Context: an optimization exercise on an open-source flow, tuned for small area. The choices shown serve that exercise and are no tape-out recipe. At most, simulation tests tie the RTL to the original design; equivalence was not proved. No functional check of the RTL was part of run 1. Power is estimated from default activity; no workload was simulated. The flow treats the clock pin as an ideal source, which a real chip does not have.

==> flow/design.v <==
module Display (
    input clk,
    input rst,
    output uart_tx,
    input [3:0] t16,      
    input go,             
    input [1:0] gch,      
    input d0,             
    output ready,         
    output dshift,        
    output esc            
);
    localparam C_D = 2'd0;
    localparam C_AA = 2'd1;
    localparam C_55 = 2'd2;
    localparam C_EC = 2'd3;
    reg [3:0] bc;
    reg [1:0] ch;
    wire [2:0] bi = bc[2:0];
    wire [7:0] ec = 8'hEC;
    wire cbit = (ch == C_D) ? d0 :
                (ch == C_AA) ? bi[0] :
                (ch == C_55) ? !bi[0] : ec[bi];
    assign uart_tx = bc[3] ? cbit : (bc != 4'd7);
    wire edge16 = (t16 == 4'd15);
    assign ready = edge16 && (bc == 4'd0);
    assign dshift = edge16 && (ch == C_D) && bc[3];
    assign esc = (ch == C_EC);
    always @(posedge clk) begin
        if (rst) begin
            bc <= 0;
            ch <= C_D;
        end else if (go) begin
            bc <= 4'd7;
            ch <= gch;
        end else if (edge16 && bc != 0) begin
            bc <= bc + 1;
        end
    end
endmodule
module chip8 (
    input clk,
    input rst,
    output [11:0] mem_addr,
    input [7:0] mem_rdata,
    output uart_tx
);
    localparam S_F0 = 5'd0;      
    localparam S_F1 = 5'd1;      
    localparam S_EX = 5'd2;      
    localparam S_VW = 5'd3;      
    localparam S_VOP = 5'd4;     
    localparam S_DXW = 5'd5;     
    localparam S_DXL = 5'd6;     
    localparam S_DYW = 5'd7;     
    localparam S_DYL = 5'd8;     
    localparam S_RW = 5'd9;      
    localparam S_ROT = 5'd10;    
    localparam S_VFW = 5'd11;    
    localparam S_VFL = 5'd12;    
    localparam S_AA = 5'd13;     
    localparam S_BW = 5'd14;     
    localparam S_CAP = 5'd15;    
    localparam S_RDY = 5'd16;    
    localparam S_55 = 5'd17;     
    localparam C_D = 2'd0;
    localparam C_AA = 2'd1;
    localparam C_55 = 2'd2;
    localparam C_EC = 2'd3;
    reg [4:0] state;
    reg [11:0] PC;
    reg [11:0] I;
    reg [7:0] hi;
    reg [5:0] x;
    reg [4:0] y;
    reg cf;          
    reg vclr;
    reg [3:0] t16;
    reg [7:0] kreg;
    wire [2:0] j = t16[2:0];
    wire [7:0] knext = kreg + 8'd61;
    wire slot_end = (j == 3'd7);
    reg [2047:0] scr;
    reg [127:0] vr;
    wire shead = scr[0];
    wire vhead = vr[0];
    wire [3:0] op = hi[7:4];
    wire [3:0] X = hi[3:0];
    wire [3:0] Y = mem_rdata[7:4];
    wire [5:0] dr = {1'b0, kreg[7:3]} - {1'b0, y};
    wire [6:0] dc = {1'b0, kreg[2:0], j} - {1'b0, x};
    wire inrow = !dr[5] && (dr[4:0] < {1'b0, X});    
    wire incol = !dc[6] && (dc[5:3] == 3'd0);
    wire [7:0] kn1 = slot_end ? knext : kreg;
    wire [3:0] ra = kn1[6:3] - y[3:0];
    wire rot = (state == S_RW) || (state == S_ROT);
    assign mem_addr = rot ? (I + {8'd0, ra}) : PC;
    wire [2:0] bsel = (state == S_ROT) ? ~dc[2:0] : j;
    wire rbit = mem_rdata[bsel];
    wire draw = (state == S_ROT) && op[3] && !vclr;
    wire sbit = draw && inrow && incol && rbit;
    wire clear = (state == S_ROT) && (!op[3] || vclr);
    wire snew = !clear && (shead ^ sbit);
    wire vop = (state == S_VOP);
    wire cin = cf && (j != 3'd0);
    wire vsum = op[0] ? (vhead ^ rbit ^ cin) : rbit;   
    wire vnew = vclr ? 1'b0 :
                vop ? vsum :
                (state == S_VFL) ? (cf && (j == 3'd0)) :
                vhead;
    wire [3:0] want = (state == S_DYW) ? Y : (state == S_VFW) ? 4'hF : X;
    wire hit = slot_end && (knext[3:0] == want);
    wire hit0 = slot_end && (knext == 8'd0);
    wire [7:0] sendk = {y, x[2:0]};
    wire special = (hi == 8'hAA) || (hi == 8'h55) || (hi == 8'hEC);
    wire ready, dshift, esc;
    wire go = ready && ((state == S_AA) || (state == S_RDY) || (state == S_55));
    wire [1:0] gch = (state == S_AA) ? C_AA :
                     (state == S_55) ? C_55 :
                     (special && !esc) ? C_EC : C_D;
    Display display (
        .clk(clk),
        .rst(rst),
        .uart_tx(uart_tx),
        .t16(t16),
        .go(go),
        .gch(gch),
        .d0(hi[0]),
        .ready(ready),
        .dshift(dshift),
        .esc(esc)
    );
    always @(posedge clk) begin
        scr <= {snew, scr[2047:1]};
        vr <= {vnew, vr[127:1]};
    end
    always @(posedge clk) begin
        t16 <= t16 + 1;
        if (slot_end) kreg <= knext;
        if (state == S_CAP || dshift) hi <= {shead, hi[7:1]};
        if (rst) begin
            state <= S_RW;
            vclr <= 1;
            PC <= 12'h200;
            I <= 0;
        end else begin
            if (vop) cf <= (vhead & rbit) | (vhead & cin) | (rbit & cin);
            if (sbit && shead) cf <= 1;
            case (state)
                S_F0: begin
                    PC <= PC + 1;
                    state <= S_F1;
                end
                S_F1: begin
                    hi <= mem_rdata;
                    state <= S_EX;
                end
                S_EX: begin
                    state <= S_F0;
                    case (op)
                        4'h0: begin
                            PC <= PC + 1;
                            state <= (mem_rdata[3:0] == 0) ? S_RW : S_AA;
                        end
                        4'h1: PC <= {X, mem_rdata};
                        4'h6, 4'h7: state <= S_VW;
                        4'hA: begin
                            I <= {X, mem_rdata};
                            PC <= PC + 1;
                        end
                        4'hD: state <= S_DXW;
                        default: PC <= PC + 1;
                    endcase
                end
                S_VW: if (hit) state <= S_VOP;
                S_VOP: if (slot_end) begin
                    PC <= PC + 1;
                    state <= S_F0;
                end
                S_DXW: if (hit) state <= S_DXL;
                S_DXL: begin
                    if (j < 6) x <= {vhead, x[5:1]};
                    if (slot_end) state <= S_DYW;
                end
                S_DYW: if (hit) state <= S_DYL;
                S_DYL: begin
                    if (j < 5) y <= {vhead, y[4:1]};
                    if (slot_end) begin
                        PC <= PC + 1;
                        hi[3:0] <= mem_rdata[3:0];   
                        cf <= 0;
                        state <= S_RW;
                    end
                end
                S_RW: if (hit0) state <= S_ROT;
                S_ROT: if (hit0) begin
                    vclr <= 0;
                    state <= vclr ? S_F0 : op[3] ? S_VFW : S_AA;
                end
                S_VFW: if (hit) state <= S_VFL;
                S_VFL: if (slot_end) state <= S_AA;
                S_AA: begin
                    x[2:0] <= 0;
                    y <= 0;
                    if (go) state <= S_BW;
                end
                S_BW: if (slot_end && knext == sendk) state <= S_CAP;
                S_CAP: if (slot_end) state <= S_RDY;
                S_RDY: if (go && gch == C_D) begin
                    {y, x[2:0]} <= sendk + 1;
                    state <= (sendk == 8'd255) ? S_55 : S_BW;
                end
                S_55: if (go) state <= S_F0;
                default: state <= S_F0;
            endcase
        end
    end
endmodule
==> flow/flow/run.sh <==
#!/bin/bash
# Standard layout with two changes: port buffers use the smallest buffer cell,
# and clock tree synthesis builds larger leaf clusters of clkbuf_16 without
# dummy loads.
set -euo pipefail
export BUFFER_PORTS_ARGS="-buffer_cell sky130_fd_sc_hd__buf_1"
export CTS_ARGS="-sink_clustering_enable -repair_clock_nets -buf_list sky130_fd_sc_hd__clkbuf_16 -sink_clustering_size 32 -sink_clustering_max_diameter 100 -dont_use_dummy_load"
bash standard.sh > standard.log 2>&1
==> flow/standard.sh <==
#!/bin/bash
# synth_recipe.tcl (not shown) runs the flow's synth.tcl, then flattens the netlist and writes it again
# the make line also repeats each setting of config.mk as NAME=value (left out here)
make -C /OpenROAD-flow-scripts/flow DESIGN_CONFIG=/design/flow/config.mk WORK_HOME=/design/flow/orfs CLKGATE_MAP_FILE= SYNTH_SCRIPT=/design/flow/synth_recipe.tcl "${@:-finish}"
==> flow/config.mk <==
export PLATFORM = sky130hd
export DESIGN_NAME = chip8
export DESIGN_NICKNAME = chip8
export VERILOG_FILES = /design/flow/design.v
export SDC_FILE = /design/flow/constraint.sdc
export NUM_CORES = 4
export LEC_CHECK = 0
export CAP_MARGIN = 20
export CORE_MARGIN = 2
export CORE_UTILIZATION = 65
export SLEW_MARGIN = 20
==> flow/constraint.sdc <==
create_clock -name core_clock -period 10.0 [get_ports {clk}]
set_input_delay 2.0000 -clock core_clock [delete_from_list [all_inputs] [get_ports {clk}]]
set_output_delay 2.0000 -clock core_clock [all_outputs]
set_load 0.01 [all_outputs]
==> results_dict.tcl, run 1 <==
set metrics [dict create \
    maxCapViolCount 0 \
    seq_power_share 0.683 \
    clk_pin_slew_ns 0.10 \
    cts_tree "built" \
    status "timing/DRC/antenna clean" \
    syn_nets 2879 \
    worstPathMaxFanout 15 \
    clock_sinks 2244 \
    synth_ff_type "dfxtp_1" \
    cp_cell_sequence "ha_1 > ha_1 > and2_1 > xor2_1 > inv_1 > fa_1 > inv_1 > ha_1 > a21o_1 > a21oi_1 > nor2b_1 > o21ai_0 > nor2_1 > xnor2_1 > o21ai_0 > buf_1" \
    num-nets-final 2954 \
    postLayoutCellArea_mm2 0.0521 \
    wirelength_mm 58.2 \
    synth_common_cells "2,228 x dfxtp_1, 78 x nand2_1, 59 x nor2_1, 52 x o21ai_0, 41 x inv_1" \
    regToRegSetupSlack_ns 6.06 \
    ys_seq_area_frac 0.923 \
    rsz0062_at_grt "no" \
    die_area_mm2 0.0774 \
    netlist_instances 2832 \
    gp_congestion 0.810 \
    p_sw_frac 0.202 \
    clk_latency_ns 0.63 \
    switching_power_mw 2.68 \
    critical_path.max_stage_delay_ns 0.64 \
    ys_seq_elements 2244 \
    avgRoutedWirePerCell_um 15.0 \
    p_comb_frac 0.031 \
    fill_cells 4666 \
    worstMarginPinSlew_ns 0.907 \
    root_buffer "clkbuf_16" \
    htree_num_levels 3 \
    period_needed_ns 7.29 \
    worstSetupPathType "flop to output port" \
    post_cts_buffers 0 \
    final_cells 3874 \
    hp-class "flop to flop" \
    p_int_mw 10.6 \
    place_inst 3793 \
    route.detailed.drc 0 \
    p_leak_nw 20.6 \
    slowest_stage "ha_1" \
    min_from "scr[424]" \
    synthArstFlopShare 0 \
    rows 100 \
    coreArea_mm2 0.0744 \
    cts_hold_buf 0 \
    diodes 0 \
    start_util 0.656 \
    synth_edf_count 16 \
    slew_headroom 0.390 \
    synth.cell_area_mm2 0.0489 \
    clockBufferDepth 3 \
    grt_pass1_wl_mm 96.3 \
    endpoint_kind "output port" \
    synth_area_leaders "dfxtp_1 91%, edfxtp_1 0.98%, ha_1 0.82%" \
    ant_nets 0 \
    hpwl_mm 30.4 \
    setup_viol 0 \
    slew_violations 0 \
    post-synth-top-count-cell "dfxtp_1" \
    via_per_inst 4.54 \
    r2r_start "state[1]" \
    io_buffers 22 \
    drive_above_1_share 0.0351 \
    crit_arrival_ns 5.29 \
    io_pins 23 \
    synthToLayoutAreaGrowth_pct 6.52 \
    grt_overflow 0 \
    grt_pass1_vias 17848 \
    synth_cell_types 71 \
    drt_iter0_markers 809 \
    num_vias 17573 \
    startpoint "t16[1]" \
    ir_worst_vdd_mv 0.202 \
    tritoncts.num_buffers 81 \
    dr.pass1.iters 5 \
    worst-endpoint-required_ns 8.00 \
    fin_worst_skew_ns 0.0663 \
    synth_warnings 2 \
    avgSynthCellArea_um2 17.3 \
    fp.dieW_um 278 \
    die_h_um 278 \
    critPathMostFrequentCell "ha_1" \
    grt_usage 0.155 \
    synth_top_area_cell "dfxtp_1" \
    synth_top_area_share 0.913 \
    pwr-share-clk 0.286 \
    fmax_ghz 0.137 \
    fin_setup_tns_ns 0 \
    dpl_cell_area_mm2 0.0500 \
    grt_max_degree 33 \
    cts.repair.resized 0 \
    antenna_found_initial 0 \
    finalHoldViolations 0 \
    crit_path_start_kind "flop" \
    power_density_mw_per_mm2 255 \
    post-route-period-util 0.729 \
]
-- power groups by stage --
stage,combinational (mW),clock [mW],sequential (mW)
3_5_place_dp,0.414,0,9.27
6_report,0.416,3.80,9.07
4_1_cts,0.416,3.92,9.07
2_1_floorplan,0.357,0,9.20
5_1_grt,0.457,4.20,9.08
3_3_place_gp,0.407,0,9.27
-- sequential cells by signal, summed over array words and instances, names as in the netlist --
name and flops:
hi 8, vclr 1, x 6, y 5
cf 1, I 12, display.bc 4, state 5
vr 128, display.ch 2, kreg 8, PC 12
scr 2048, t16 4
-- through the flow --
step / hold WS [ns] / power [mW] / worst slack (ns) / util
floorplan: 0.310 / 9.56 / 4.40 / -
global placement: 0.311 / 9.68 / 3.45 / 0.672
detailed placement: 0.312 / 9.69 / 3.34 / 0.672
CTS: 0.300 / 13.4 / 2.62 / 0.699
global route: 0.304 / 13.7 / 2.27 / 0.699
finish: 0.301 / 13.3 / 2.71 / 0.699
-- critical path: cells and delay by family (launching register included) --
kind | cells | cell delay (ns)
buffers and inverters | 3 | 0.38
AO/OA/AOI/OAI | 4 | 1.25
adder cells (fa/ha/maj) | 4 | 1.67
AND/OR/NAND/NOR | 3 | 0.48
XOR/XNOR | 2 | 0.43
flip-flops | 1 | 0.47
-- area by class of cell --
class	count	area, µm²	area share
inverters	42	158	0.00303
flip-flops and latches	2244	45100	0.866
clock buffers	81	2030	0.0389
well taps	969	1210	0.0233
repair buffers	25	105	0.00202
multi-input cells	513	3470	0.0666
-- worst paths after layout --
check / endpoint / cells past startpoint
worst max-delay path: mem_addr[11] / 16
worst min-delay path: scr[423] / 0
worst min register to register: scr[423] / 0
worst max register to register: vr[127] / 10
-- layer usage --
layer	GRT usage	wire length, µm	part of all wire
met5	0	0	0
met4	0.0470	1590	0.027
met3	0.0280	1940	0.033
met2	0.219	23200	0.40
met1	0.244	31500	0.54
-- cell families (layout without fill, tap and decap cells) --
kind of cell	after synthesis	after routing	share of synthesized area
flip-flops	2244	2244	0.923
AND/OR/NAND/NOR	229	229	0.0221
AO/OA/AOI/OAI	161	161	0.0216
buffers and inverters	75	148	0.00671
XOR/XNOR	47	47	0.00873
multiplexers	39	39	0.00809
adder cells (fa/ha/maj)	37	37	0.0102
-- layout by cell type (no fill, tap or decap), types with 4 or more instances in the layout --
cell / instances
fa_1: 5
buf_1: 22
a21oi_1: 37
a22oi_1: 11
nand3_1: 19
nand2_1: 78
nand2b_1: 5
ha_1: 32
dfxtp_1: 2228
xnor2_1: 29
inv_1: 41
clkbuf_16: 81
o31ai_1: 8
mux2i_1: 35
nor3_1: 13
and3_1: 11
nor2_1: 59
o21ai_0: 52
mux2_2: 4
nand4_1: 5
a31oi_1: 9
a21o_1: 12
xor2_1: 16
nor2b_1: 10
edfxtp_1: 16
==> inputs of run 2 (changes only) <==
--- a/flow/design.v
+++ b/flow/design.v
@@ -63,6 +63,8 @@
     localparam S_CAP = 5'd15;    
     localparam S_RDY = 5'd16;    
     localparam S_55 = 5'd17;     
+    localparam S_ZW = 5'd18;     
+    localparam S_ZROT = 5'd19;   
     localparam C_D = 2'd0;
     localparam C_AA = 2'd1;
     localparam C_55 = 2'd2;
@@ -74,7 +76,6 @@
     reg [5:0] x;
     reg [4:0] y;
     reg cf;          
-    reg vclr;
     reg [3:0] t16;
     reg [7:0] kreg;
     wire [2:0] j = t16[2:0];
@@ -94,17 +95,18 @@
     wire [7:0] kn1 = slot_end ? knext : kreg;
     wire [3:0] ra = kn1[6:3] - y[3:0];
     wire rot = (state == S_RW) || (state == S_ROT);
+    wire zero = (state == S_ZW) || (state == S_ZROT);
     assign mem_addr = rot ? (I + {8'd0, ra}) : PC;
     wire [2:0] bsel = (state == S_ROT) ? ~dc[2:0] : j;
     wire rbit = mem_rdata[bsel];
-    wire draw = (state == S_ROT) && op[3] && !vclr;
+    wire draw = (state == S_ROT) && op[3];
     wire sbit = draw && inrow && incol && rbit;
-    wire clear = (state == S_ROT) && (!op[3] || vclr);
+    wire clear = ((state == S_ROT) && !op[3]) || (state == S_ZROT);
     wire snew = !clear && (shead ^ sbit);
     wire vop = (state == S_VOP);
     wire cin = cf && (j != 3'd0);
     wire vsum = op[0] ? (vhead ^ rbit ^ cin) : rbit;   
-    wire vnew = vclr ? 1'b0 :
+    wire vnew = zero ? 1'b0 :
                 vop ? vsum :
                 (state == S_VFL) ? (cf && (j == 3'd0)) :
                 vhead;
@@ -139,8 +141,7 @@
         if (slot_end) kreg <= knext;
         if (state == S_CAP || dshift) hi <= {shead, hi[7:1]};
         if (rst) begin
-            state <= S_RW;
-            vclr <= 1;
+            state <= S_ZW;
             PC <= 12'h200;
             I <= 0;
         end else begin
@@ -193,10 +194,9 @@
                     end
                 end
                 S_RW: if (hit0) state <= S_ROT;
-                S_ROT: if (hit0) begin
-                    vclr <= 0;
-                    state <= vclr ? S_F0 : op[3] ? S_VFW : S_AA;
-                end
+                S_ROT: if (hit0) state <= op[3] ? S_VFW : S_AA;
+                S_ZW: if (hit0) state <= S_ZROT;
+                S_ZROT: if (hit0) state <= S_F0;
                 S_VFW: if (hit) state <= S_VFL;
                 S_VFL: if (slot_end) state <= S_AA;
                 S_AA: begin
==> flow/flow/run.sh (replaced) <==
#!/bin/bash
# Standard layout with two changes: port buffers use the smallest buffer cell,
# and clock tree synthesis builds larger leaf clusters of clkbuf_16 without
# dummy loads.
set -euo pipefail
export BUFFER_PORTS_ARGS="-buffer_cell sky130_fd_sc_hd__buf_1"
export CTS_ARGS="-sink_clustering_enable -repair_clock_nets -buf_list sky130_fd_sc_hd__clkbuf_16 -sink_clustering_size 36 -sink_clustering_max_diameter 50 -dont_use_dummy_load"
bash standard.sh > standard.log 2>&1
--- a/flow/config.mk
+++ b/flow/config.mk
@@ -8,4 +8,5 @@
 export CAP_MARGIN = 20
 export CORE_MARGIN = 2
 export CORE_UTILIZATION = 65
+export PLACE_DENSITY = 0.75
 export SLEW_MARGIN = 20
==> run 2 against run 1 <==
  * Still clean on timing, DRC and antenna
  * First-iteration DRC count is 31% higher
  * Total power is 6.0% higher
  * Sequential power hardly changed
  * Combinational power is about 10% lower
  * Largest cell class unchanged
==> results_dict.tcl, run 2 <==
set metrics [dict create \
    synth-simple-area-share 0.0242 \
    drive_above_1_share 0.0469 \
    ant_nets 0 \
    rows 100 \
    status "timing/DRC/antenna clean" \
    finalHoldViolations 0 \
    clk_pin_slew_ns 0.07 \
    crit_arrival_ns 4.93 \
    ys_seq_elements 2243 \
    grt_max_degree 41 \
    multi_input_area_mm2 0.00344 \
    synth_area_leaders "dfxtp_1 91%, edfxtp_1 0.98%, ha_1 0.80%" \
    maxCapViolCount 0 \
    setup_viol 0 \
    endpoint_kind "output port" \
    grt_pass1_vias 20247 \
    route.detailed.drc 0 \
    slew_headroom 0.324 \
    netlist_instances 2831 \
    crit_path_start_kind "flop" \
    muxShareOfSynthArea 0.00441 \
    fill_cells 4260 \
    antenna_found_initial 1 \
    post-route-period-util 0.693 \
    period_needed_ns 6.93 \
    grt_overflow 0 \
    synth_top_family_by_area "simple AND/OR/NAND/NOR gates" \
    ir_worst_vdd_mv 0.195 \
    synth_common_cells "2,227 x dfxtp_1, 73 x nor2_1, 64 x a21oi_1, 51 x nand2_1, 39 x inv_1" \
    worstMarginPinSlew_ns 1.01 \
    synth_compound_area_frac 0.0229 \
    avgSynthCellArea_um2 17.2 \
    hpwl_mm 32.4 \
    reg_top3 "scr: 2048 flops, vr: 128 flops" \
    synth_top_area_cell "dfxtp_1" \
    die_area_mm2 0.0773 \
    synthToLayoutAreaGrowth_pct 8.53 \
    rsz0062_at_grt "no" \
    seq_area_mm2 0.0451 \
    slew_violations 0 \
    final_cells 3912 \
    clockBufferDepth 3 \
    fp.dieW_um 278 \
    avgRoutedWirePerCell_um 18.4 \
    largest_reg_flops 2048 \
    layout_common_cells "2,227 x dfxtp_1, 118 x clkbuf_16, 73 x nor2_1" \
    worst-endpoint-required_ns 8.00 \
    wirelength_mm 72.0 \
    gp_congestion 0.821 \
    clk_latency_ns 0.68 \
    num-nets-final 2991 \
    root_buffer "clkbuf_16" \
    clock_sinks 2243 \
    diodes 0 \
    post_cts_buffers 0 \
    synth_edf_count 16 \
    die_h_um 278 \
    synth_xor_area_frac 0.00872 \
    start_util 0.656 \
    synth_top_area_share 0.914 \
    htree_num_levels 3 \
    drt_iter0_markers 1059 \
    num_vias 18424 \
    syn_nets 2877 \
    tritoncts.num_buffers 118 \
    power_density_mw_per_mm2 266 \
    cts.repair.resized 0 \
    regMostFlops "scr" \
    synth.cell_area_mm2 0.0488 \
    place_inst 3794 \
    synth_warnings 2 \
    post-synth-top-count-cell "dfxtp_1" \
    final_common_cell "dfxtp_1" \
    synthArstFlopShare 0 \
    ys_seq_area_frac 0.924 \
    yosys.area_share.adder 0.0102 \
    grt_pass1_wl_mm 118 \
    fmax_ghz 0.144 \
    worstPathMaxFanout 13 \
    cts_hold_buf 0 \
    worstSetupPathType "flop to output port" \
    io_buffers 22 \
    regToRegSetupSlack_ns 6.31 \
    coreArea_mm2 0.0743 \
    hp-class "flop to flop" \
    grt_usage 0.195 \
    via_per_inst 4.71 \
    fin_worst_skew_ns 0.0883 \
    io_pins 23 \
    p_leak_nw 21.1 \
    fin_setup_tns_ns 0 \
    synth_ff_type "dfxtp_1" \
    synth_cell_types 75 \
    dr.pass1.iters 5 \
    cts_tree "built" \
    power_mw 14.1 \
]
## run 2: logic make-up after synthesis
logic type      after synthesis
buf+inv                      74
compound gates              175
simple gates                234
flops                      2243
xor+xnor                     47
fa+ha+maj                    37
mux                          21
## run 2: critical path: stages, from the launching register on
cell and delay (ns):
dfxtp_1 0.45, ha_1 0.24, ha_1 0.56, and2_1 0.25
xor2_1 0.24, inv_1 0.09, fa_1 0.51, inv_1 0.07
ha_1 0.27, a21o_1 0.18, a21oi_1 0.21, nor2b_1 0.07
o21ai_0 0.52, nor2_1 0.15, xnor2_1 0.17, a21oi_1 0.16
buf_1 0.17
## run 2: area by class of cell
type	count	share of cell area
timing repair buffer	28	0.00241
tap	969	0.0229
inverter	40	0.00284
clock buffer	118	0.0558
multi-input combinational	514	0.0650
sequential	2243	0.851
## run 2: routing by layer
layer,part of all wire,vias up,global-route usage
met2,0.48,268,0.323
met4,0.020,0,0.0481
met3,0.031,116,0.0326
li1,-,9146,-
met5,0,-,0
met1,0.47,8894,0.272
## run 2: report_power, final
group / internal [mW] / switching [mW]
Combinational: 0.138 / 0.236
Sequential: 8.97 / 0.0687
Clock: 2.09 / 2.58
## run 2: path summary, 6_finish.rpt
kind	from	endpoint	cells after the start
max	t16[1]	mem_addr[9]	16
min	scr[7]	scr[6]	0
max reg2reg	state[1]	vr[127]	10
min reg2reg	scr[7]	scr[6]	0
## run 2: stage by stage
step                      worst slack [ns]  area (µm²)  hold slack [ns]  utilization
after floorplan                       4.43       48800            0.310            -
after global placement                3.74       50000            0.312        0.673
after detailed placement              3.69       50000            0.312        0.673
after CTS                             2.98       52900            0.259        0.712
after global routing                  2.66       52900            0.253        0.712
final                                 3.07       52900            0.262        0.712
==> inputs of run 3 (changes only) <==
==> flow/flow/run.sh (replaced) <==
#!/bin/bash
# Standard layout with two changes: port buffers use the smallest buffer cell,
# and clock tree synthesis builds larger leaf clusters of clkbuf_16 without
# dummy loads.
set -euo pipefail
export BUFFER_PORTS_ARGS="-buffer_cell sky130_fd_sc_hd__buf_1"
export CTS_ARGS="-sink_clustering_enable -repair_clock_nets -buf_list sky130_fd_sc_hd__clkbuf_16 -sink_clustering_size 34 -sink_clustering_max_diameter 80 -dont_use_dummy_load"
bash standard.sh > standard.log 2>&1
--- a/flow/config.mk
+++ b/flow/config.mk
@@ -8,5 +8,4 @@
 export CAP_MARGIN = 20
 export CORE_MARGIN = 2
 export CORE_UTILIZATION = 65
-export PLACE_DENSITY = 0.75
 export SLEW_MARGIN = 20
==> run 3 against run 2 <==
  * Still clean
  * Die area is the same
  * Total power fell by 6.8%
  * Cell count down 1.1%
  * Sequential power about the same
  * Sequential share of layout area increased by 1.7 points
  * Critical path type unchanged
==> results_dict.tcl, run 3 <==
set metrics [dict create \
    status "timing/DRC/antenna clean" \
    power_mw 13.1 \
    clockBufferDepth 3 \
    tritoncts.num_buffers 77 \
    grt_overflow 0 \
    gp_congestion 0.842 \
    hp-class "flop to flop" \
    post_cts_buffers 0 \
    fill_cells 4722 \
    cp_cell_sequence "ha_1 > ha_1 > nand2_1 > xnor2_1 > ha_1 > fa_1 > inv_1 > ha_1 > a21o_1 > a21oi_1 > nor2b_1 > o21ai_0 > nor2_1 > xnor2_1 > a21oi_1 > buf_1" \
    worstSetupPathType "flop to output port" \
    ys_seq_elements 2243 \
    dpl_cell_area_mm2 0.0500 \
    muxShareOfSynthArea 0.00441 \
    fin_worst_skew_ns 0.0858 \
    synth_top_area_cell "dfxtp_1" \
    die_h_um 278 \
    avgSynthCellArea_um2 17.2 \
    slew_headroom 0.191 \
    yosys.area_share.adder 0.0102 \
    cts.repair.resized 0 \
    post-route-period-util 0.693 \
    p_leak_nw 20.6 \
    place_inst 3793 \
    io_buffers 22 \
    pre_cts_slack_ns 3.71 \
    die_area_mm2 0.0773 \
    start_util 0.656 \
    fin_setup_tns_ns 0 \
    crit_arrival_ns 4.93 \
    avgRoutedWirePerCell_um 15.0 \
    syn_nets 2877 \
    rows 100 \
    synthToLayoutAreaGrowth_pct 6.41 \
    route.detailed.drc 0 \
    clk_pin_slew_ns 0.11 \
    synth_xor_area_frac 0.00872 \
    clock_sinks 2243 \
    final_common_cell "dfxtp_1" \
    reg_top3 "scr: 2048 flops, vr: 128 flops" \
    wirelength_mm 58.2 \
    root_buffer "clkbuf_16" \
    htree_num_levels 3 \
    synth_common_cells "2,227 x dfxtp_1, 73 x nor2_1, 64 x a21oi_1, 51 x nand2_1, 39 x inv_1" \
    synth-simple-area-share 0.0242 \
    coreArea_mm2 0.0743 \
    synth_compound_area_frac 0.0229 \
    final_cells 3870 \
    endpoint_kind "output port" \
    worst-endpoint-required_ns 8.00 \
    worstPathMaxFanout 13 \
    ys_seq_area_frac 0.924 \
    ir_worst_vdd_mv 0.187 \
    finish.utilization 0.699 \
    period_needed_ns 6.93 \
    grt_max_degree 41 \
    synth_ff_type "dfxtp_1" \
    largest_reg_flops 2048 \
    worstMarginPinSlew_ns 1.20 \
    synth_edf_count 16 \
    synth_top_family_by_area "simple AND/OR/NAND/NOR gates" \
    critical_path.max_stage_delay_ns 0.56 \
    ant_nets 0 \
    setup_viol 0 \
    synth_area_leaders "dfxtp_1 91%, edfxtp_1 0.98%, ha_1 0.80%" \
    cts_tree "built" \
    finalHoldViolations 0 \
    diodes 0 \
    critPathMostFrequentCell "ha_1" \
    fin_ws_ns 3.07 \
    synth_cell_types 75 \
    grt_pass1_vias 17873 \
    cts_hold_buf 0 \
    power_density_mw_per_mm2 253 \
    drive_above_1_share 0.0331 \
    io_pins 23 \
    maxCapViolCount 0 \
    num-nets-final 2949 \
    drt_iter0_markers 977 \
    grt_pass1_wl_mm 96.5 \
    grt_usage 0.154 \
    layout_common_cells "2,227 x dfxtp_1, 77 x clkbuf_16, 73 x nor2_1" \
    crit_path_start_kind "flop" \
    clk_latency_ns 0.65 \
    netlist_instances 2831 \
    postLayoutCellArea_mm2 0.0519 \
    slew_violations 0 \
    num_vias 17759 \
    fmax_ghz 0.144 \
    holdWs_ns 0.282 \
    synth.cell_area_mm2 0.0488 \
    fp.dieW_um 278 \
    via_per_inst 4.59 \
    post-synth-top-count-cell "dfxtp_1" \
    dr.pass1.iters 5 \
    antenna_found_initial 0 \
    synthArstFlopShare 0 \
    synth_top_area_share 0.914 \
    slowest_stage "ha_1" \
    synth_warnings 2 \
    rsz0062_at_grt "no" \
    hpwl_mm 30.9 \
    regMostFlops "scr" \
]
run 3: area by class of cell:
class                   instances  area [µm²]  share of cell area
well taps                     969        1210              0.0234
multi-input cells             514        3440              0.0663
clock buffers                  77        1930              0.0371
flip-flops and latches       2243       45100               0.868
inverters                      40         150             0.00289
repair buffers                 27         120             0.00231
run 3: power by group:
group,internal [mW],switching (mW)
combinational,0.136,0.226
clock,1.40,2.31
sequential,8.97,0.0862
run 3: final timing paths:
path         startpoint     endpoint  slack, ns  cells after the start
min reg2reg   scr[1591]    scr[1590]       0.28                      0
max              t16[1]  mem_addr[9]       3.07                     16
min           scr[1591]    scr[1590]       0.28                      0
max reg2reg    state[1]     state[2]       6.23                      6
run 3: kinds of logic (layout without fill, tap and decap cells):
logic type | Yosys count | in the layout
AO/OA/AOI/OAI | 175 | 175
XOR/XNOR | 47 | 47
adder cells (fa/ha/maj) | 37 | 37
buffers and inverters | 74 | 144
flip-flops | 2243 | 2243
multiplexers | 21 | 21
AND/OR/NAND/NOR | 234 | 234
run 3: critical path: cells and delay by family, from the launching register on:
family                     cells  cell delay (ns)
DFF                            1             0.48
and+or+nand+nor                3             0.36
buffers and inverters          2             0.28
adders and majority gates      5             1.71
xor gates and xnor gates       2             0.45
AOI/OAI and AO/OA              4             1.02
run 3: routing by layer:
metal | share of wire | GRT usage | vias to the layer above | routed length (µm)
met1 | 0.54 | 0.243 | 8329 | 31200
met3 | 0.033 | 0.0238 | 123 | 1900
li1 | - | - | 9049 | -
met2 | 0.40 | 0.217 | 258 | 23200
met5 | 0 | 0 | - | 0
met4 | 0.033 | 0.0578 | 0 | 1940
==> inputs of run 4 (changes only) <==
==> flow/flow/run.sh (replaced) <==
#!/bin/bash
# Standard layout with two changes: port buffers use the smallest buffer cell,
# and clock tree synthesis builds larger leaf clusters of clkbuf_16 without
# dummy loads.
set -euo pipefail
export BUFFER_PORTS_ARGS="-buffer_cell sky130_fd_sc_hd__buf_1"
export CTS_ARGS="-sink_clustering_enable -repair_clock_nets -buf_list sky130_fd_sc_hd__clkbuf_16 -sink_clustering_size 38 -sink_clustering_max_diameter 60 -dont_use_dummy_load"
bash standard.sh > standard.log 2>&1
==> run 4 against run 3 <==
  * First-iteration DRC count rose by 0.31%
  * Clock-buffer cell count rose by 9
  * Setup slack improved by 0.048 ns
  * Synthesized cell count did not move
  * Clock power rose by 5%
  * Total power rose by 1.4%
  * Register-to-register slack improved by 0.16 ns
  * Critical endpoint unchanged
==> results_dict.tcl, run 4 <==
set metrics [dict create \
    status "timing/DRC/antenna clean" \
    cts_hold_buf 0 \
    worstSetupPathType "flop to output port" \
    worst-endpoint-required_ns 8.00 \
    synth_warnings 2 \
    cts_tree "built" \
    grt_usage 0.154 \
    start_util 0.656 \
    coreArea_mm2 0.0743 \
    drive_above_1_share 0.0361 \
    clk_latency_ns 0.67 \
    synth_top_area_cell "dfxtp_1" \
    die_h_um 278 \
    power_mw 13.3 \
    fmax_ghz 0.145 \
    hpwl_mm 30.9 \
    slew_violations 0 \
    muxShareOfSynthArea 0.00441 \
    p_leak_nw 20.7 \
    gp_congestion 0.842 \
    die_area_mm2 0.0773 \
    final_common_cell "dfxtp_1" \
    power_density_mw_per_mm2 255 \
    htree_num_levels 3 \
    slew_headroom 0.241 \
    antenna_found_initial 0 \
    largest_reg_flops 2048 \
    synthToLayoutAreaGrowth_pct 6.87 \
    synth_common_cells "2,227 x dfxtp_1, 73 x nor2_1, 64 x a21oi_1, 51 x nand2_1, 39 x inv_1" \
    slowest_stage "ha_1" \
    fin_worst_skew_ns 0.0910 \
    synth_compound_area_frac 0.0229 \
    grt_pass1_wl_mm 96.3 \
    hold_end "scr[1578]" \
    postLayoutCellArea_mm2 0.0521 \
    r2r_start "state[1]" \
    worstPathMaxFanout 13 \
    clock_sinks 2243 \
    drt_iter0_markers 980 \
    pre_cts_slack_ns 3.71 \
    rows 100 \
    ys_seq_elements 2243 \
    synth-simple-area-share 0.0242 \
    post_cts_buffers 0 \
    dr.pass1.iters 5 \
    ant_nets 0 \
    via_per_inst 4.56 \
    synth.cell_area_mm2 0.0488 \
    grt_max_degree 41 \
    tritoncts.num_buffers 86 \
    io_buffers 22 \
    num-nets-final 2958 \
    ys_seq_area_frac 0.924 \
    num_vias 17697 \
    netlist_instances 2831 \
    synthArstFlopShare 0 \
    startpoint "t16[1]" \
    setup_viol 0 \
    avgSynthCellArea_um2 17.2 \
    syn_nets 2877 \
    dpl_cell_area_mm2 0.0500 \
    hp-class "flop to flop" \
    grt_pass1_vias 17910 \
    critical_path.max_stage_delay_ns 0.55 \
    rsz0062_at_grt "no" \
    layout_common_cells "2,227 x dfxtp_1, 86 x clkbuf_16, 73 x nor2_1" \
    regToRegSetupSlack_ns 6.39 \
    synth_top_family_by_area "simple AND/OR/NAND/NOR gates" \
    synth_edf_count 16 \
    cts.repair.resized 0 \
    io_pins 23 \
    fin_setup_tns_ns 0 \
    cp_cell_sequence "ha_1 > ha_1 > nand2_1 > xnor2_1 > ha_1 > fa_1 > inv_1 > ha_1 > a21o_1 > a21oi_1 > nor2b_1 > o21ai_0 > nor2_1 > xnor2_1 > a21oi_1 > buf_1" \
    yosys.area_share.adder 0.0102 \
    reg_top3 "scr: 2048 flops, vr: 128 flops" \
    post-route-period-util 0.688 \
    critPathMostFrequentCell "ha_1" \
    crit_arrival_ns 4.88 \
    grt_overflow 0 \
    worstMarginPinSlew_ns 1.13 \
    regMostFlops "scr" \
    avgRoutedWirePerCell_um 15.0 \
    clockBufferDepth 3 \
    rr_worst_depth 10 \
    diodes 0 \
    wirelength_mm 58.3 \
    holdWs_ns 0.244 \
    route.detailed.drc 0 \
    endpoint_kind "output port" \
    root_buffer "clkbuf_16" \
    period_needed_ns 6.88 \
    hold_depth 0 \
    crit_path_start_kind "flop" \
    synth_cell_types 75 \
    synth_xor_area_frac 0.00872 \
    synth_ff_type "dfxtp_1" \
    worstReg2RegEnd "vr[127]" \
    maxCapViolCount 0 \
    min_from "scr[1579]" \
    synth_area_leaders "dfxtp_1 91%, edfxtp_1 0.98%, ha_1 0.80%" \
    clk_pin_slew_ns 0.12 \
    fp.dieW_um 278 \
    fin_ws_ns 3.12 \
    synth_top_area_share 0.914 \
    finalHoldViolations 0 \
    post-synth-top-count-cell "dfxtp_1" \
    ir_worst_vdd_mv 0.200 \
]
-- run 4: cell counts after synthesis --
No cell type changed its count.
-- run 4: how the worst max path moves through the flow --
| stage | to | cells after the start | slack [ns] |
|---|---|---|---|
| after global routing | mem_addr[11] | 16 | 2.68 |
| after floorplan | mem_addr[11] | 16 | 4.43 |
| after CTS | mem_addr[9] | 16 | 3.06 |
| after detailed placement | mem_addr[9] | 16 | 3.71 |
| after global placement | mem_addr[11] | 16 | 3.93 |
| final | mem_addr[9] | 16 | 3.12 |
-- run 4: cell families after synthesis --
| logic type | after synthesis |
|---|---|
| AND/OR/NAND/NOR | 234 |
| multiplexers | 21 |
| AO/OA/AOI/OAI | 175 |
| XOR/XNOR | 47 |
| flip-flops | 2243 |
| adder cells (fa/ha/maj) | 37 |
| buffers and inverters | 74 |
-- run 4: final cells by class --
type | instances | area (µm²)
timing repair buffer | 27 | 120
clock buffer | 86 | 2150
inverter | 40 | 150
tap | 969 | 1210
multi-input combinational | 514 | 3440
sequential | 2243 | 45100
fill | 4711 | 22200
-- run 4: critical path, delay by kind of cell, from the launching register on --
family / cells / cell delay (ns)
adder cells (fa/ha/maj): 5 / 1.70
AND/OR/NAND/NOR: 3 / 0.36
XOR/XNOR: 2 / 0.45
buffers and inverters: 2 / 0.28
flip-flops: 1 / 0.46
AO/OA/AOI/OAI: 4 / 1.03
-- run 4: per-layer routing --
metal / up-vias / wire length [µm] / track usage
li1: 9082 / - / -
met1: 8248 / 31500 / 0.244
met2: 256 / 23000 / 0.216
met3: 111 / 1990 / 0.0280
met4: 0 / 1790 / 0.0523
met5: - / 0 / 0
-- run 4: per-stage QoR --
step / utilization / cells
6_report: 0.702 / 3879
5_1_grt: 0.702 / 3879
4_1_cts: 0.702 / 3879
3_5_place_dp: 0.673 / 3793
3_3_place_gp: 0.673 / 3793
2_1_floorplan: - / 2831
-- run 4: power by group --
group          switching [mW]  internal, mW  total (mW)  leakage, nW
clock                    2.34          1.55        3.89         1.06
sequential             0.0859          8.97        9.06         18.1
combinational           0.226         0.136       0.362         1.53
==> inputs of run 5 (changes only) <==
==> flow/flow/run.sh (replaced) <==
#!/bin/bash
# Standard layout with two changes: port buffers use the smallest buffer cell,
# and clock tree synthesis builds larger leaf clusters of clkbuf_16 without
# dummy loads.
set -euo pipefail
export BUFFER_PORTS_ARGS="-buffer_cell sky130_fd_sc_hd__buf_1"
export CTS_ARGS="-sink_clustering_enable -repair_clock_nets -buf_list sky130_fd_sc_hd__clkbuf_16 -sink_clustering_size 32 -sink_clustering_max_diameter 100 -dont_use_dummy_load"
bash standard.sh > standard.log 2>&1
==> run 5 against run 4 <==
  * Still clean on timing, DRC and antenna
  * Hold slack better by 0.037 ns
  * Sequential share of layout area is 0.20 points higher
  * Non-clock buffer count stayed put
  * Maximum frequency is 1.0% lower
  * Global-route usage is 0.34 points higher
  * Clock-buffer cell count is 5 lower
  * Sequential cell count stayed put
  * Critical endpoint unchanged
==> results_dict.tcl, run 5 <==
set metrics [dict create \
    slew_violations 0 \
    drt_iter0_markers 1123 \
    finish.utilization 0.700 \
    worstMarginPinSlew_ns 0.963 \
    setup_viol 0 \
    power_density_mw_per_mm2 254 \
    tritoncts.num_buffers 81 \
    worstPathMaxFanout 13 \
    cts_hold_buf 0 \
    yosys.area_share.adder 0.0102 \
    io_buffers 22 \
    worst-endpoint-required_ns 8.00 \
    final_common_cell "dfxtp_1" \
    avgSynthCellArea_um2 17.2 \
    busiest_layer "met1" \
    root_buffer "clkbuf_16" \
    grt_usage 0.158 \
    synth_top_area_cell "dfxtp_1" \
    met3_usage 0.0299 \
    synthToLayoutAreaGrowth_pct 6.63 \
    synth_edf_count 16 \
    post_cts_buffers 0 \
    clk_latency_ns 0.65 \
    final_cells 3874 \
    netlist_instances 2831 \
    post-route-period-util 0.695 \
    fin_setup_tns_ns 0 \
    maxCapViolCount 0 \
    antenna_found_initial 2 \
    synth.cell_area_mm2 0.0488 \
    clockBufferDepth 3 \
    grt_use_met2 0.220 \
    rsz0062_at_grt "no" \
    rows 100 \
    power_mw 13.2 \
    worstSetupPathType "flop to output port" \
    ant_nets 0 \
    syn_nets 2877 \
    route.detailed.drc 0 \
    synth-simple-area-share 0.0242 \
    period_needed_ns 6.95 \
    hp-class "flop to flop" \
    drive_above_1_share 0.0348 \
    synthArstFlopShare 0 \
    synth_ff_type "dfxtp_1" \
    dpl_cell_area_mm2 0.0500 \
    rr_worst_depth 10 \
    die_h_um 278 \
    p_leak_nw 20.6 \
    postLayoutCellArea_mm2 0.0520 \
    muxShareOfSynthArea 0.00441 \
    wirelength_mm 59.2 \
    regToRegSetupSlack_ns 6.30 \
    synth_area_leaders "dfxtp_1 91%, edfxtp_1 0.98%, ha_1 0.80%" \
    num_vias 17841 \
    synth_top_family_by_area "simple AND/OR/NAND/NOR gates" \
    grt_pass1_vias 18041 \
    io_pins 23 \
    r2r_start "state[1]" \
    min_from "scr[1831]" \
    largest_reg_flops 2048 \
    worstReg2RegEnd "vr[127]" \
    endpoint_kind "output port" \
    die_area_mm2 0.0773 \
    cts_tree "built" \
    synth_cell_types 75 \
    via_per_inst 4.61 \
    start_util 0.656 \
    startpoint "t16[1]" \
    crit_arrival_ns 4.95 \
    synth_compound_area_frac 0.0229 \
    status "timing/DRC/antenna clean" \
    ys_seq_elements 2243 \
    ir_worst_vdd_mv 0.176 \
    dr.pass1.iters 5 \
    ys_seq_area_frac 0.924 \
    clock_sinks 2243 \
    reg_top3 "scr: 2048 flops, vr: 128 flops" \
    num-nets-final 2953 \
    slew_headroom 0.357 \
    fp.dieW_um 278 \
    crit_path_start_kind "flop" \
    finalHoldViolations 0 \
    grt_pass1_wl_mm 98.3 \
    synth_xor_area_frac 0.00872 \
    fin_worst_skew_ns 0.0838 \
    hpwl_mm 30.9 \
    synth_top_area_share 0.914 \
    grt_util_met1 0.249 \
    clk_pin_slew_ns 0.12 \
    layout_common_cells "2,227 x dfxtp_1, 81 x clkbuf_16, 73 x nor2_1" \
    diodes 0 \
    htree_num_levels 3 \
    coreArea_mm2 0.0743 \
    regMostFlops "scr" \
    post-synth-top-count-cell "dfxtp_1" \
    grt_overflow 0 \
    hold_end "scr[1830]" \
    synth_warnings 2 \
    place_inst 3793 \
    gp_congestion 0.842 \
    fmax_ghz 0.144 \
    avgRoutedWirePerCell_um 15.3 \
    cts.repair.resized 0 \
    hold_depth 0 \
    synth_common_cells "2,227 x dfxtp_1, 73 x nor2_1, 64 x a21oi_1, 51 x nand2_1, 39 x inv_1" \
    grt_max_degree 41 \
]
-- run 5: cell count changes in the layout (fill, tap and decap cells not counted) --
cell       change
clkbuf_16      -5
nor4_1         -1
nor4_2         +1
-- run 5: layout make-up --
type	instances	area (µm²)
sequential	2243	45100
fill	4697	22300
multi-input combinational	514	3450
clock buffer	81	2030
tap	969	1210
inverter	40	150
timing repair buffer	27	120
-- run 5: how the worst max path moves through the flow --
stage / end / slack, ns
after floorplan: mem_addr[11] / 4.43
after global placement: mem_addr[11] / 3.93
after detailed placement: mem_addr[9] / 3.71
after CTS: mem_addr[9] / 2.98
after global routing: mem_addr[11] / 2.56
final: mem_addr[9] / 3.05
-- run 5: power by group --
| part | internal [mW] | switching (mW) | total [mW] |
|---|---|---|---|
| logic | 0.137 | 0.226 | 0.363 |
| clock network | 1.47 | 2.33 | 3.80 |
| registers | 8.97 | 0.0861 | 9.06 |
| total | 10.6 | 2.64 | 13.2 |
-- run 5: logic make-up after synthesis --
| group | count (synthesis) |
|---|---|
| AO/OA/AOI/OAI | 175 |
| flip-flops | 2243 |
| AND/OR/NAND/NOR | 234 |
| XOR/XNOR | 47 |
| multiplexers | 21 |
| buffers and inverters | 74 |
| adder cells (fa/ha/maj) | 37 |
-- run 5: worst max-delay path, cell delays in order (launching register included) --
cell and delay (ns):
dfxtp_1 0.48, ha_1 0.24, ha_1 0.56, nand2_1 0.16, xnor2_1 0.27, ha_1 0.24
fa_1 0.43, inv_1 0.12, ha_1 0.24, a21o_1 0.18, a21oi_1 0.22, nor2b_1 0.07
o21ai_0 0.45, nor2_1 0.13, xnor2_1 0.17, a21oi_1 0.17, buf_1 0.16
-- run 5: routing by layer --
layer,wire length (µm),vias up
li1,-,9058
met4,1780,0
met2,23800,276
met1,31400,8395
met5,0,-
met3,2310,112
-- run 5: per-stage QoR --
step	hold WS (ns)	setup WS, ns
2_1_floorplan	0.310	4.43
3_3_place_gp	0.310	3.93
3_5_place_dp	0.312	3.71
4_1_cts	0.285	2.98
5_1_grt	0.278	2.56
6_report	0.281	3.05
==> inputs of run 6 (changes only) <==
==> flow/flow/run.sh (replaced) <==
#!/bin/bash
# Standard layout with two changes: port buffers use the smallest buffer cell,
# and clock tree synthesis builds larger leaf clusters of clkbuf_16 without
# dummy loads.
set -euo pipefail
export BUFFER_PORTS_ARGS="-buffer_cell sky130_fd_sc_hd__buf_1"
export CTS_ARGS="-sink_clustering_enable -repair_clock_nets -buf_list sky130_fd_sc_hd__clkbuf_16 -sink_clustering_size 36 -sink_clustering_max_diameter 80 -dont_use_dummy_load"
bash standard.sh > standard.log 2>&1
==> run 6 against run 5 <==
  * Utilization down 0.24 points
  * Area after synthesis unchanged
  * Sequential cell count unchanged
  * Sequential share of layout area up 0.29 points
  * Clock-buffer cell count down 7
  * Die area unchanged
  * Synthesized cell count unchanged
  * Via count down 1.0%
  * Global-route usage down 0.33 points
  * Clock skew up 0.014 ns
  * Hold slack worse by 0.015 ns
==> results_dict.tcl, run 6 <==
set metrics [dict create \
    reg_top3 "scr: 2048 flops, vr: 128 flops" \
    gp_congestion 0.842 \
    drive_above_1_share 0.0324 \
    hp-class "flop to flop" \
    syn_nets 2877 \
    ant_nets 0 \
    post-synth-top-count-cell "dfxtp_1" \
    coreArea_mm2 0.0743 \
    grt_pass1_vias 17904 \
    grt_max_degree 41 \
    synth_cell_types 75 \
    clk_pin_slew_ns 0.11 \
    die_area_mm2 0.0773 \
    post_cts_buffers 0 \
    htree_num_levels 3 \
    grt_usage 0.155 \
    synth_warnings 2 \
    pre_cts_slack_ns 3.71 \
    rows 100 \
    power_density_mw_per_mm2 252 \
    hpwl_mm 30.9 \
    netlist_instances 2831 \
    synth_top_area_cell "dfxtp_1" \
    synthArstFlopShare 0 \
    grt_util_met1 0.243 \
    synth_ff_type "dfxtp_1" \
    slew_violations 0 \
    diodes 0 \
    rsz0062_at_grt "no" \
    ys_seq_area_frac 0.924 \
    fin_worst_skew_ns 0.0981 \
    avgRoutedWirePerCell_um 15.1 \
    crit_path_start_kind "flop" \
    grt_pass1_wl_mm 96.5 \
    fmax_ghz 0.145 \
    grt_use_met2 0.216 \
    fp.dieW_um 278 \
    slew_headroom 0.359 \
    final_cells 3867 \
    worstPathMaxFanout 13 \
    clockBufferDepth 3 \
    synth_area_leaders "dfxtp_1 91%, edfxtp_1 0.98%, ha_1 0.80%" \
    io_buffers 22 \
    tritoncts.num_buffers 74 \
    p_leak_nw 20.5 \
    final_common_cell "dfxtp_1" \
    start_util 0.656 \
    period_needed_ns 6.88 \
    crit_arrival_ns 4.88 \
    worstMarginPinSlew_ns 0.960 \
    synth_common_cells "2,227 x dfxtp_1, 73 x nor2_1, 64 x a21oi_1, 51 x nand2_1, 39 x inv_1" \
    antenna_found_initial 0 \
    power_mw 13.1 \
    synth_edf_count 16 \
    clock_sinks 2243 \
    wirelength_mm 58.5 \
    busiest_layer "met1" \
    worstSetupPathType "flop to output port" \
    layout_common_cells "2,227 x dfxtp_1, 74 x clkbuf_16, 73 x nor2_1" \
    synth.cell_area_mm2 0.0488 \
    route.detailed.drc 0 \
    cts_tree "built" \
    ir_worst_vdd_mv 0.195 \
    met3_usage 0.0244 \
    fin_ws_ns 3.12 \
    endpoint_kind "output port" \
    status "timing/DRC/antenna clean" \
    maxCapViolCount 0 \
    num_vias 17659 \
    setup_viol 0 \
    cts_hold_buf 0 \
    finalHoldViolations 0 \
    io_pins 23 \
    drt_iter0_markers 960 \
    ys_seq_elements 2243 \
    place_inst 3793 \
    die_h_um 278 \
    regMostFlops "scr" \
    avgSynthCellArea_um2 17.2 \
    holdWs_ns 0.266 \
    post-route-period-util 0.688 \
    dr.pass1.iters 5 \
    synthToLayoutAreaGrowth_pct 6.27 \
    synth_top_area_share 0.914 \
    worst-endpoint-required_ns 8.00 \
    grt_overflow 0 \
    num-nets-final 2946 \
    clk_latency_ns 0.65 \
    fin_setup_tns_ns 0 \
    via_per_inst 4.57 \
    cts.repair.resized 0 \
    root_buffer "clkbuf_16" \
    largest_reg_flops 2048 \
]
[run 6: worst paths after layout]
path	start	endpoint	slack, ns	cells past startpoint
min	scr[1582]	scr[1581]	0.27	0
min reg2reg	scr[1582]	scr[1581]	0.27	0
max reg2reg	state[1]	vr[127]	6.31	10
max	t16[1]	mem_addr[9]	3.12	16
[run 6: power breakdown]
part,switching (mW),total [mW],internal (mW)
clock,2.30,3.65,1.35
sequential,0.0867,9.06,8.98
combinational,0.228,0.364,0.136
[run 6: kinds of logic (layout without fill, tap and decap cells)]
logic type,Yosys count,count (layout),share of synthesized area
flip-flops,2243,2243,0.924
adder cells (fa/ha/maj),37,37,0.0102
multiplexers,21,21,0.00441
AND/OR/NAND/NOR,234,234,0.0242
AO/OA/AOI/OAI,175,175,0.0229
buffers and inverters,74,141,0.00587
XOR/XNOR,47,47,0.00872
[run 6: metal layers]
layer	vias to the layer above	routed length (µm)
li1	9044	-
met4	0	2020
met3	114	1830
met2	236	23200
met5	-	0
met1	8265	31500
[run 6: layout make-up]
cell class	count	area (µm²)
sequential	2243	45100
inverter	40	150
timing repair buffer	27	120
fill	4740	22500
tap	969	1210
multi-input combinational	514	3450
clock buffer	74	1850
[run 6: critical path, stage by stage, from the launching register on]
cell and delay (ns):
dfxtp_1 0.47, ha_1 0.24, ha_1 0.57, nand2_1 0.16
xnor2_1 0.27, ha_1 0.24, fa_1 0.43, inv_1 0.12
ha_1 0.24, a21o_1 0.18, a21oi_1 0.22, nor2b_1 0.07
o21ai_0 0.45, nor2_1 0.13, xnor2_1 0.17, a21oi_1 0.17
buf_1 0.16
[run 6: per-stage QoR]
stage | cell area [µm²] | utilization
after floorplan | 48800 | -
after global routing | 51800 | 0.698
final | 51800 | 0.698
after CTS | 51800 | 0.697
after detailed placement | 50000 | 0.673
after global placement | 50000 | 0.673
==> inputs of run 7 (changes only) <==
--- a/flow/flow/run.sh
+++ b/flow/flow/run.sh
@@ -1,6 +1,7 @@
 #!/bin/bash
 # Standard layout with two changes: port buffers use the smallest buffer cell,
-# and clock tree synthesis builds larger leaf clusters of clkbuf_16 without
+# and clock tree synthesis builds larger leaf clusters (up to 36 sinks within
+# 80 um) of clkbuf_16 without
 # dummy loads.
 set -euo pipefail
 export BUFFER_PORTS_ARGS="-buffer_cell sky130_fd_sc_hd__buf_1"
==> run 7 against run 6 <==
  * Synthesized cell count stayed put
  * Cell area unchanged
  * Maximum frequency stayed put
  * Hold slack unchanged
  * Clock power barely moved
  * Clock-buffer cell count unchanged
  * Clock skew is the same
  * Critical endpoint unchanged
  * Setup slack unchanged
  * Largest cell class unchanged
  * Utilization is the same
  * Sequential cell count did not move
  * Combinational power about the same
  * Global-route usage unchanged
==> results_dict.tcl, run 7 <==
set metrics [dict create \
    critical_path.max_stage_delay_ns 0.57 \
    fp.dieW_um 278 \
    regToRegSetupSlack_ns 6.31 \
    via_per_inst 4.57 \
    avgRoutedWirePerCell_um 15.1 \
    final_cells 3867 \
    rsz0062_at_grt "no" \
    place_inst 3793 \
    synth_common_cells "2,227 x dfxtp_1, 73 x nor2_1, 64 x a21oi_1, 51 x nand2_1, 39 x inv_1" \
    netlist_instances 2831 \
    clk_latency_ns 0.65 \
    fill_cells 4740 \
    die_h_um 278 \
    htree_num_levels 3 \
    synthToLayoutAreaGrowth_pct 6.27 \
    dpl_cell_area_mm2 0.0500 \
    finalHoldViolations 0 \
    synth_ff_type "dfxtp_1" \
    rows 100 \
    cp_cell_sequence "ha_1 > ha_1 > nand2_1 > xnor2_1 > ha_1 > fa_1 > inv_1 > ha_1 > a21o_1 > a21oi_1 > nor2b_1 > o21ai_0 > nor2_1 > xnor2_1 > a21oi_1 > buf_1" \
    io_buffers 22 \
    drt_iter0_markers 960 \
    cp_top_family "adder cells" \
    antenna_found_initial 0 \
    wirelength_mm 58.5 \
    power_density_mw_per_mm2 252 \
    grt_overflow 0 \
    worstPathMaxFanout 13 \
    ys_seq_area_frac 0.924 \
    ir_worst_vdd_mv 0.195 \
    avgSynthCellArea_um2 17.2 \
    fin_worst_skew_ns 0.0981 \
    worst-endpoint-required_ns 8.00 \
    synth.cell_area_mm2 0.0488 \
    num_vias 17659 \
    reg_top3 "scr: 2048 flops, vr: 128 flops" \
    synth_cell_types 75 \
    drive_above_1_share 0.0324 \
    synthArstFlopShare 0 \
    fin_setup_tns_ns 0 \
    slowest_stage "ha_1" \
    r2r_start "state[1]" \
    io_pins 23 \
    cts_tree "built" \
    grt_pass1_vias 17904 \
    hold_end "scr[1581]" \
    hpwl_mm 30.9 \
    synth_warnings 2 \
    clk_pin_slew_ns 0.11 \
    multi_input_area_mm2 0.00345 \
    final_common_cell "dfxtp_1" \
    slew_violations 0 \
    root_buffer "clkbuf_16" \
    crit_arrival_ns 4.88 \
    die_area_mm2 0.0773 \
    endpoint_kind "output port" \
    min_from "scr[1582]" \
    clockBufferDepth 3 \
    largest_reg_flops 2048 \
    worstMarginPinSlew_ns 0.960 \
    num-nets-final 2946 \
    ant_nets 0 \
    grt_usage 0.155 \
    period_needed_ns 6.88 \
    grt_max_degree 41 \
    layout_common_cells "2,227 x dfxtp_1, 74 x clkbuf_16, 73 x nor2_1" \
    tritoncts.num_buffers 74 \
    maxCapViolCount 0 \
    syn_nets 2877 \
    ys_seq_elements 2243 \
    crit_path_start_kind "flop" \
    seq_area_mm2 0.0451 \
    post_cts_buffers 0 \
    start_util 0.656 \
    finish.utilization 0.698 \
    worstSetupPathType "flop to output port" \
    post-route-period-util 0.688 \
    p_leak_nw 20.5 \
    status "timing/DRC/antenna clean" \
    postLayoutCellArea_mm2 0.0518 \
    cts_hold_buf 0 \
    hold_depth 0 \
    cp_num_buf_inv 2 \
    diodes 0 \
    dr.pass1.iters 5 \
    worstReg2RegEnd "vr[127]" \
    coreArea_mm2 0.0743 \
    grt_pass1_wl_mm 96.5 \
    cts.repair.resized 0 \
    clock_sinks 2243 \
    gp_congestion 0.842 \
    synth_top_area_share 0.914 \
    synth_top_area_cell "dfxtp_1" \
    synth_edf_count 16 \
    route.detailed.drc 0 \
    slew_headroom 0.359 \
    setup_viol 0 \
    rr_worst_depth 10 \
    synth_area_leaders "dfxtp_1 91%, edfxtp_1 0.98%, ha_1 0.80%" \
    post-synth-top-count-cell "dfxtp_1" \
    fmax_ghz 0.145 \
    hp-class "flop to flop" \
    critPathMostFrequentCell "ha_1" \
    regMostFlops "scr" \
]
==> run 7: cells by family after synthesis <==
kind of cell    synth area share
flops                      0.924
simple gates              0.0242
compound gates            0.0229
buf+inv                  0.00587
xor+xnor                 0.00872
fa+ha+maj                 0.0102
mux                      0.00441
==> run 7: layout make-up <==
type,count,area share
Multi-Input combinational cell,514,0.0665
Clock buffer,74,0.0357
Timing Repair Buffer,27,0.00232
Tap cell,969,0.0234
Sequential cell,2243,0.869
Inverter,40,0.00290
==> run 7: per-stage QoR <==
| step | hold WS, ns | worst slack [ns] | total power, mW |
|---|---|---|---|
| floorplan | 0.310 | 4.43 | 9.49 |
| global placement | 0.310 | 3.93 | 9.62 |
| detailed placement | 0.312 | 3.71 | 9.62 |
| CTS | 0.273 | 3.05 | 13.2 |
| global route | 0.270 | 2.66 | 13.5 |
| finish | 0.266 | 3.12 | 13.1 |
==> run 7: per-layer routing <==
metal / global-route usage / wire, µm
met1: 0.243 / 31500
met2: 0.216 / 23200
met3: 0.0244 / 1830
met4: 0.0596 / 2020
met5: 0 / 0
==> run 7: worst max path at each step <==
stage	start	end	slack, ns	depth (start not counted)
floorplan	t16[1]	mem_addr[11]	4.43	16
global placement	t16[1]	mem_addr[11]	3.93	16
detailed placement	t16[1]	mem_addr[9]	3.71	16
CTS	t16[1]	mem_addr[9]	3.05	16
global route	t16[1]	mem_addr[11]	2.66	16
finish	t16[1]	mem_addr[9]	3.12	16
==> run 7: power by group <==
group,switching (mW),internal [mW],total [mW],leakage (nW)
clock,2.30,1.35,3.65,0.912
combinational,0.228,0.136,0.364,1.53
sequential,0.0867,8.98,9.06,18.1
==> inputs of run 8 (changes only) <==
==> flow/flow/run.sh (replaced) <==
#!/bin/bash
# Standard layout with two changes: port buffers use the smallest buffer cell,
# and clock tree synthesis builds larger leaf clusters of clkbuf_16 without
# dummy loads.
set -euo pipefail
export BUFFER_PORTS_ARGS="-buffer_cell sky130_fd_sc_hd__buf_1"
export CTS_ARGS="-sink_clustering_enable -repair_clock_nets -buf_list {sky130_fd_sc_hd__clkbuf_8 sky130_fd_sc_hd__clkbuf_16} -root_buf sky130_fd_sc_hd__clkbuf_16 -tree_buf sky130_fd_sc_hd__clkbuf_8 -sink_clustering_buffer sky130_fd_sc_hd__clkbuf_16 -sink_clustering_size 36 -sink_clustering_max_diameter 80 -dont_use_dummy_load"
bash standard.sh > standard.log 2>&1
==> run 8 against run 7 <==
  * Combinational power about the same
  * Sequential power about the same
  * Critical path type unchanged
  * Hold slack unchanged
  * Total power is the same
  * Routed wire length did not move
  * Critical path depth is the same
  * Critical endpoint unchanged
  * Global-route usage is the same
  * First-iteration DRC count stayed put
  * Clock skew did not move
  * Utilization is the same
  * Area after synthesis is the same
  * Synthesized cell count stayed put
==> results_dict.tcl, run 8 <==
set metrics [dict create \
    num_vias 17659 \
    fin_worst_skew_ns 0.0981 \
    power_mw 13.1 \
    synth_cell_types 75 \
    start_util 0.656 \
    root_buffer "clkbuf_16" \
    clock_sinks 2243 \
    syn_nets 2877 \
    fill_cells 4740 \
    maxCapViolCount 0 \
    worstPathMaxFanout 13 \
    setup_viol 0 \
    crit_arrival_ns 4.88 \
    rows 100 \
    netlist_instances 2831 \
    wirelength_mm 58.5 \
    post-route-period-util 0.688 \
    fmax_ghz 0.145 \
    gp_congestion 0.842 \
    synth_top_area_cell "dfxtp_1" \
    io_buffers 22 \
    cts_hold_buf 0 \
    p_leak_nw 20.5 \
    die_h_um 278 \
    clockBufferDepth 3 \
    synthToLayoutAreaGrowth_pct 6.27 \
    coreArea_mm2 0.0743 \
    antenna_found_initial 0 \
    final_common_cell "dfxtp_1" \
    route.detailed.drc 0 \
    fin_setup_tns_ns 0 \
    ant_nets 0 \
    dr.pass1.iters 5 \
    hp-class "flop to flop" \
    synth_ff_type "dfxtp_1" \
    ys_seq_elements 2243 \
    holdWs_ns 0.266 \
    largest_reg_flops 2048 \
    avgSynthCellArea_um2 17.2 \
    tritoncts.num_buffers 74 \
    power_density_mw_per_mm2 252 \
    period_needed_ns 6.88 \
    status "timing/DRC/antenna clean" \
    worst-endpoint-required_ns 8.00 \
    num-nets-final 2946 \
    clk_pin_slew_ns 0.11 \
    die_area_mm2 0.0773 \
    via_per_inst 4.57 \
    seq_area_mm2 0.0451 \
    grt_max_degree 41 \
    clk_latency_ns 0.65 \
    worstMarginPinSlew_ns 0.960 \
    regMostFlops "scr" \
    finalHoldViolations 0 \
    post_cts_buffers 0 \
    multi_input_area_mm2 0.00345 \
    finish.utilization 0.698 \
    synth_top_area_share 0.914 \
    synth_warnings 2 \
    grt_usage 0.155 \
    fp.dieW_um 278 \
    rsz0062_at_grt "no" \
    worstSetupPathType "flop to output port" \
    avgRoutedWirePerCell_um 15.1 \
    grt_pass1_wl_mm 96.5 \
    synth_edf_count 16 \
    io_pins 23 \
    drive_above_1_share 0.0324 \
    diodes 0 \
    ys_seq_area_frac 0.924 \
    synth.cell_area_mm2 0.0488 \
    synthArstFlopShare 0 \
    pre_cts_slack_ns 3.71 \
    cts_tree "built" \
    synth_common_cells "2,227 x dfxtp_1, 73 x nor2_1, 64 x a21oi_1, 51 x nand2_1, 39 x inv_1" \
    grt_pass1_vias 17904 \
    slew_headroom 0.359 \
    drt_iter0_markers 960 \
    post-synth-top-count-cell "dfxtp_1" \
    fin_ws_ns 3.12 \
    slew_violations 0 \
    hpwl_mm 30.9 \
    htree_num_levels 3 \
    synth_area_leaders "dfxtp_1 91%, edfxtp_1 0.98%, ha_1 0.80%" \
    crit_path_start_kind "flop" \
    cts.repair.resized 0 \
    grt_overflow 0 \
    endpoint_kind "output port" \
    ir_worst_vdd_mv 0.195 \
    reg_top3 "scr: 2048 flops, vr: 128 flops" \
    layout_common_cells "2,227 x dfxtp_1, 74 x clkbuf_16, 73 x nor2_1" \
]
-- run 8: metrics by stage --
step           instances  area [µm²]
6_report            3867       51800
5_1_grt             3867       51800
4_1_cts             3867       51800
3_5_place_dp        3793       50000
3_3_place_gp        3793       50000
2_1_floorplan       2831       48800
-- run 8: cell type report --
class | count | area share
Sequential cell | 2243 | 0.869
Multi-Input combinational cell | 514 | 0.0665
Tap cell | 969 | 0.0234
Timing Repair Buffer | 27 | 0.00232
Clock buffer | 74 | 0.0357
Inverter | 40 | 0.00290
-- run 8: path summary, 6_finish.rpt --
check	to	depth (start not counted)	start	slack, ns
max	mem_addr[9]	16	t16[1]	3.12
min	scr[1581]	0	scr[1582]	0.27
max reg2reg	vr[127]	10	state[1]	6.31
min reg2reg	scr[1581]	0	scr[1582]	0.27
-- run 8: critical path, stage by stage, from the launching register on --
cell     delay, ns
dfxtp_1       0.47
ha_1          0.24
ha_1          0.57
nand2_1       0.16
xnor2_1       0.27
ha_1          0.24
fa_1          0.43
inv_1         0.12
ha_1          0.24
a21o_1        0.18
a21oi_1       0.22
nor2b_1       0.07
o21ai_0       0.45
nor2_1        0.13
xnor2_1       0.17
a21oi_1       0.17
buf_1         0.16
-- run 8: layer usage --
metal | GRT usage | share of wire
met5 | 0 | 0
met1 | 0.243 | 0.54
met2 | 0.216 | 0.40
met4 | 0.0596 | 0.035
met3 | 0.0244 | 0.031
-- run 8: logic make-up after synthesis --
group | Yosys count | synth area share
mux | 21 | 0.00441
fa+ha+maj | 37 | 0.0102
simple gates | 234 | 0.0242
buf+inv | 74 | 0.00587
flops | 2243 | 0.924
xor+xnor | 47 | 0.00872
compound gates | 175 | 0.0229
-- run 8: report_power, final --
part / switching, mW / internal [mW]
Sequential: 0.0867 / 8.98
Combinational: 0.228 / 0.136
Clock: 2.30 / 1.35

==> static timing again, ports no longer ideal <==
The flow's constraints put no driver on any port. The routed layouts listed below were extracted and timed again, unchanged, in two steps.
Step 1 (the two cells are an assumption about what drives the block):
set clk [get_ports {clk}]
set_driving_cell -lib_cell sky130_fd_sc_hd__clkbuf_16 $clk
set_driving_cell -lib_cell sky130_fd_sc_hd__buf_2 [delete_from_list [all_inputs] $clk]
Step 2 adds t to the input delays and takes it off the output delays; t is the mean of the earliest and latest rising clock arrival at the registers after step 1. Input paths then give back, and output paths get back, about the clock's delay inside the block.
Three values: ideal ports, drivers, drivers and shift; two values: the first two.
| run | shift t [ns] | setup WS [ns] | latest minus earliest clock arrival (ns) | slew at the worst register clock pin (ns) | worst data-port slew with drivers (ns) |
|---|---|---|---|---|---|
| run 1 | 0.675 | 2.713 / 2.652 / 3.327 | 0.102 / 0.102 | 0.11 / 0.11 | 0.04 |
| run 2 | 0.718 | 3.066 / 3.001 / 3.719 | 0.129 / 0.129 | 0.11 / 0.11 | 0.03 |
| run 3 | 0.682 | 3.075 / 3.011 / 3.693 | 0.101 / 0.101 | 0.11 / 0.11 | 0.04 |
| run 4 | 0.689 | 3.123 / 3.059 / 3.748 | 0.107 / 0.106 | 0.12 / 0.12 | 0.04 |
| run 5 | 0.685 | 3.053 / 2.988 / 3.673 | 0.107 / 0.107 | 0.12 / 0.12 | 0.04 |
| run 6 | 0.673 | 3.118 / 3.054 / 3.728 | 0.106 / 0.107 | 0.12 / 0.12 | 0.04 |
| run 7 | 0.673 | 3.118 / 3.054 / 3.728 | 0.106 / 0.107 | 0.12 / 0.12 | 0.04 |
| run 8 | 0.673 | 3.118 / 3.054 / 3.728 | 0.106 / 0.107 | 0.12 / 0.12 | 0.04 |
After both steps setup and hold are still met in every run listed.
